This design comes from an exercise in tuning for small area, a short achievable clock period and few clock cycles per item on the open sky130 flow, not from production work.

## job 101
==> module Reconstructor, before the edit <==
module Reconstructor(
    input enable,
    input CLK,
    input reset,
    input [7:0]height,
    input [7:0]width,
    input Vector_sig,
    input [7:0]mv_x,
    input [7:0]addr_x,
    input [7:0]mv_y,
    input [7:0]addr_y,
    output Nxt_block_sig,
    input [1:0]data_type,
    output [15:0]Tindex,
    input [5:0]pdi,
    output [15:0]index,
    output we,
    output [8:0]datax_out,
    output [8:0]datay_out,
    output [5:0]pdo
    );
localparam IDLE = 3'd0, WAIT = 3'd1, S1 = 3'd2, RD = 3'd3, TL = 3'd4, WR = 3'd5;
reg [2:0] state;
reg [15:0] NS, NC;        
reg [1:0] kN;             
reg [1:0] kP;             
reg pv;                   
reg tv;                   
reg [3:0] f;              
reg [4:0] preg;           
reg [1:0] btype;
reg [1:0] rx, ry;
reg ser;                  
always @(posedge CLK) begin
  rx <= mv_x[1:0];
  ry <= mv_y[1:0];
  ser <= (width == 8'd0) | (width == 8'd1) | (width == 8'd255);
end
wire hasx = |rx, hasy = |ry;
function [4:0] oa;
  input [1:0] k;
  input [1:0] rx, ry;
  reg [2:0] cx, cy;
  begin
    cx = k[0] ? {1'b0, rx} : (rx == 2'd0 ? 3'd4 : {1'b0, 2'd0 - rx});
    cy = k[1] ? {1'b0, ry} : (ry == 2'd0 ? 3'd4 : {1'b0, 2'd0 - ry});
    oa = cx * cy;
  end
endfunction
wire [4:0] oaN = oa(kN, rx, ry);
wire [4:0] pN = oaN + {btype, 2'b00};                           
wire [4:0] pN0 = oaN + {(tv ? btype : data_type), 2'b00};      
wire s_rd = (state == RD), s_tl = (state == TL), s_wr = (state == WR);
wire gt = {1'b0, preg} > pdi;
function [2:0] nextk;             
  input [1:0] k;
  input hx, hy;
  begin
    nextk[2] = (~k[0] & hx) | (~k[1] & hy);
    nextk[1:0] = (~k[0] & hx) ? {k[1], 1'b1} : 2'b10;
  end
endfunction
function [1:0] first;
  input [3:0] fl;
  first = fl[0] ? 2'd0 : fl[1] ? 2'd1 : fl[2] ? 2'd2 : 2'd3;
endfunction
function [2:0] target;
  input [2:0] st;
  input [1:0] k;
  input [3:0] fl;
  input sr, hx, hy;
  reg [2:0] n;
  begin
    n = nextk(k, hx, hy);
    target = {1'b0, k};
    case (st)
      S1: target = 3'd0;
      RD: if (n[2] & ~sr) target = {1'b0, n[1:0]};
      TL: if (|fl) target = {1'b0, first(fl)};
          else if (sr & n[2]) target = {1'b0, n[1:0]};
          else target = 3'b100;
      WR: if (|fl) target = {1'b0, first(fl)}; else target = 3'b100;
      default: target = 3'b100;
    endcase
  end
endfunction
wire [2:0] nk = nextk(kN, hasx, hasy);
wire nv = nk[2];
wire [3:0] fr = s_wr ? f & ~(4'b0001 << kN) : f;    
wire fany = |fr;
reg [2:0] ns;
always @(*)
  case (state)
    IDLE: ns = enable ? WAIT : IDLE;
    WAIT: ns = Vector_sig ? S1 : WAIT;
    S1:   ns = RD;
    RD:   ns = (~nv | ser) ? TL : RD;
    TL:   ns = fany ? WR : (ser & nv) ? RD : (~gt & Vector_sig) ? S1 : WAIT;
    WR:   ns = fany ? WR : WAIT;
    default: ns = IDLE;
  endcase
reg [3:0] fn;
always @(*) begin
  fn = f;
  case (state)
    S1: fn = 4'd0;
    RD: if (pv) fn[kP] = gt;
    WR: fn = fr;
    default: ;
  endcase
end
reg [1:0] tgt;
reg tmode;
wire [3:0] fnr = (ns == WR) ? fn & ~(4'b0001 << tgt) : fn;
wire [2:0] tn = target(ns, tgt, fnr, ser, hasx, hasy);
reg [7:0] ryc, rxc;
always @(posedge CLK) begin
  tgt <= tn[1:0];
  tmode <= tn[2];
  ryc <= addr_y + mv_y[7:2] + {7'd0, tn[1]};
  rxc <= addr_x + mv_x[7:2] + {7'd0, tn[0]};
end
wire [7:0] op = tmode ? addr_y : ryc;
wire [7:0] ax = tmode ? addr_x : rxc;
function [31:0] csa;               
  input [15:0] a, b, c;
  begin
    csa[15:0] = a ^ b ^ c;
    csa[31:16] = {(a[14:0] & b[14:0]) | (a[14:0] & c[14:0]) | (b[14:0] & c[14:0]), 1'b0};
  end
endfunction
wire [15:0] W16 = {8'd0, width};
wire [15:0] r0 = {8'hFF, ~(width & {8{~op[0]}})};
wire [15:0] r1 = op[1] ? W16 << 1 : 16'd0;
wire [15:0] r2 = op[2] ? W16 << 2 : 16'd0;
wire [15:0] r3 = op[3] ? W16 << 3 : 16'd0;
wire [15:0] r4 = op[4] ? W16 << 4 : 16'd0;
wire [15:0] r5 = op[5] ? W16 << 5 : 16'd0;
wire [15:0] r6 = op[6] ? W16 << 6 : 16'd0;
wire [15:0] r7 = op[7] ? W16 << 7 : 16'd0;
wire [15:0] r8 = {8'd0, ax};
wire [31:0] a1 = csa(r0, r1, r2);
wire [31:0] a2 = csa(r3, r4, r5);
wire [31:0] a3 = csa(r6, r7, r8);
wire [31:0] b1 = csa(a1[15:0], a1[31:16], a2[15:0]);
wire [31:0] b2 = csa(a2[31:16], a3[15:0], a3[31:16]);
wire [31:0] c1 = csa(b1[15:0], b1[31:16], b2[15:0]);
wire [31:0] d1 = csa(c1[15:0], c1[31:16], b2[31:16]);
wire tl_done = s_tl & ~fany & ~(ser & nv);    
assign Nxt_block_sig = (state == WAIT) | (tl_done & ~gt);
wire [15:0] N = NS + NC;
assign Tindex = N;
assign index = N;
assign we = (s_tl & gt) | s_wr;
assign pdo = {1'b0, pN};
assign datax_out = {1'b0, mv_x};
assign datay_out = {1'b0, mv_y};
always @(posedge CLK or posedge reset)
  if (reset)
    state <= IDLE;
  else
    state <= ns;
always @(posedge CLK) begin
  NS <= d1[15:0];
  NC <= d1[31:16];
  kN <= tgt;
  f <= fn;
  case (state)
    S1: begin pv <= 1'b0; tv <= 1'b0; end
    RD: begin
      kP <= kN; pv <= 1'b1;
      preg <= pN0;
      if (~tv) btype <= data_type;
      tv <= 1'b1;
    end
    TL: pv <= 1'b0;
    default: ;
  endcase
end
endmodule
Settings: LEC_CHECK=0, ABC_CLOCK_PERIOD_IN_PS=6000, CAP_MARGIN=20, CORE_MARGIN=2, CORE_UTILIZATION=40, CTS_BUF_LIST=sky130_fd_sc_hd__clkbuf_8, CTS_CLUSTER_SIZE=30, PLACE_DENSITY=0.6, SETUP_SLACK_MARGIN=4.5, SLEW_MARGIN=20; clock period 11.0 ns.
standard.sh (not shown) runs the stock make flow with config.mk's settings and CLKGATE_MAP_FILE= SYNTH_SCRIPT=/design/flow/synth_recipe.tcl, a recipe that flattens the netlist after the stock synthesis.
==> flow/flow/run.sh <==
#!/bin/bash
# Standard layout, with every port buffered by sky130_fd_sc_hd__buf_1 and a
# clock tree of clkbuf_8 without dummy loads.
set -euo pipefail
export BUFFER_PORTS_ARGS="-buffer_cell sky130_fd_sc_hd__buf_1"
export CTS_ARGS="-sink_clustering_enable -repair_clock_nets -dont_use_dummy_load -buf_list sky130_fd_sc_hd__clkbuf_8 -sink_clustering_size 30 -sink_clustering_max_diameter 150"
bash standard.sh > standard.log 2>&1
Both conditions hold for job 101: the flow ran to the end and the final layout passed the timing, DRC and antenna checks.
diff inputs: job 101 => job 102
--- a/flow/design.v
+++ b/flow/design.v
@@ -19,11 +19,11 @@
     output [8:0]datay_out,
     output [5:0]pdo
     );
 localparam IDLE = 3'd0, WAIT = 3'd1, S1 = 3'd2, RD = 3'd3, TL = 3'd4, WR = 3'd5;
 reg [2:0] state;
-reg [15:0] NS, NC;        
+reg [15:0] N;             
 reg [1:0] kN;             
 reg [1:0] kP;             
 reg pv;                   
 reg tv;                   
 reg [3:0] f;              
@@ -120,37 +120,18 @@
   ryc <= addr_y + mv_y[7:2] + {7'd0, tn[1]};
   rxc <= addr_x + mv_x[7:2] + {7'd0, tn[0]};
 end
 wire [7:0] op = tmode ? addr_y : ryc;
 wire [7:0] ax = tmode ? addr_x : rxc;
-function [31:0] csa;               
-  input [15:0] a, b, c;
-  begin
-    csa[15:0] = a ^ b ^ c;
-    csa[31:16] = {(a[14:0] & b[14:0]) | (a[14:0] & c[14:0]) | (b[14:0] & c[14:0]), 1'b0};
-  end
-endfunction
 wire [15:0] W16 = {8'd0, width};
-wire [15:0] r0 = {8'hFF, ~(width & {8{~op[0]}})};
-wire [15:0] r1 = op[1] ? W16 << 1 : 16'd0;
-wire [15:0] r2 = op[2] ? W16 << 2 : 16'd0;
-wire [15:0] r3 = op[3] ? W16 << 3 : 16'd0;
-wire [15:0] r4 = op[4] ? W16 << 4 : 16'd0;
-wire [15:0] r5 = op[5] ? W16 << 5 : 16'd0;
-wire [15:0] r6 = op[6] ? W16 << 6 : 16'd0;
-wire [15:0] r7 = op[7] ? W16 << 7 : 16'd0;
-wire [15:0] r8 = {8'd0, ax};
-wire [31:0] a1 = csa(r0, r1, r2);
-wire [31:0] a2 = csa(r3, r4, r5);
-wire [31:0] a3 = csa(r6, r7, r8);
-wire [31:0] b1 = csa(a1[15:0], a1[31:16], a2[15:0]);
-wire [31:0] b2 = csa(a2[31:16], a3[15:0], a3[31:16]);
-wire [31:0] c1 = csa(b1[15:0], b1[31:16], b2[15:0]);
-wire [31:0] d1 = csa(c1[15:0], c1[31:16], b2[31:16]);
+wire [15:0] M = {8'hFF, ~(width & {8{~op[0]}})}
+              + (op[1] ? W16 << 1 : 16'd0) + (op[2] ? W16 << 2 : 16'd0)
+              + (op[3] ? W16 << 3 : 16'd0) + (op[4] ? W16 << 4 : 16'd0)
+              + (op[5] ? W16 << 5 : 16'd0) + (op[6] ? W16 << 6 : 16'd0)
+              + (op[7] ? W16 << 7 : 16'd0) + {8'd0, ax};
 wire tl_done = s_tl & ~fany & ~(ser & nv);    
 assign Nxt_block_sig = (state == WAIT) | (tl_done & ~gt);
-wire [15:0] N = NS + NC;
 assign Tindex = N;
 assign index = N;
 assign we = (s_tl & gt) | s_wr;
 assign pdo = {1'b0, pN};
 assign datax_out = {1'b0, mv_x};
@@ -159,12 +140,11 @@
   if (reset)
     state <= IDLE;
   else
     state <= ns;
 always @(posedge CLK) begin
-  NS <= d1[15:0];
-  NC <= d1[31:16];
+  N <= M;
   kN <= tgt;
   f <= fn;
   case (state)
     S1: begin pv <= 1'b0; tv <= 1'b0; end
     RD: begin
## What came out
Compared with job 101, in job 102 die area has decreased; synthesized area per cell decreased 0.077 um^2.
Summary of job 102 over job 101: arithmetic-cell share of the synthesized area counting full adders, half adders and majority gates climbed 2.7 points, number of non-clock inverters dropped 12, number of flip-flops and latches dropped 14.
First-iteration DRC count on job 102 is behind job 101.
Job 102 against job 101; global-route wire length before repair is down by a few percent.
Job 101 → job 102: wire length on met2 higher.
Looking at cell with the largest stage delay on the worst path, the sky130_fd_sc_hd__fa_1 result is from job 102; the sky130_fd_sc_hd__o21ai_1 one comes from job 101.
Job 102 vs job 101 — final weighted congestion in routability-driven placement dropped slightly
In job 102 the number of buffers other than clock buffers in the final layout turned out 5 higher than in job 101.
No functional check of the RTL was part of any run of this note.

-- port drivers added, routing unchanged --
How much do the figures lean on ideal ports? The routed layouts below were timed once more, with nothing changed but the port constraints.
Step 1, drivers: a clkbuf_16 drives CLK and a buf_2 each remaining input, both assumed.
Step 2 times the ports against the registers' clock, not the clock port: input delays grow and output delays shrink by t, the midpoint of the rising clock arrivals with the driver on.
a / b / c = no drivers / after step 1 / after step 2; a / b = the first two.
run	t, ns	setup slack, ns	latest minus earliest clock arrival (ns)	worst register clock-pin slew, ns	worst data-port slew with drivers (ns)
job 101	0.389	5.038 / 5.016 / 4.852	0.029 / 0.028	0.08 / 0.08	0.05
job 102	0.379	4.744 / 4.710 / 4.331	0.017 / 0.017	0.07 / 0.07	0.07
After both steps every run listed still meets setup and hold. The setup slack of job 102, which loses most, moves by -0.034 ns with the drivers and by -0.413 ns with both steps.
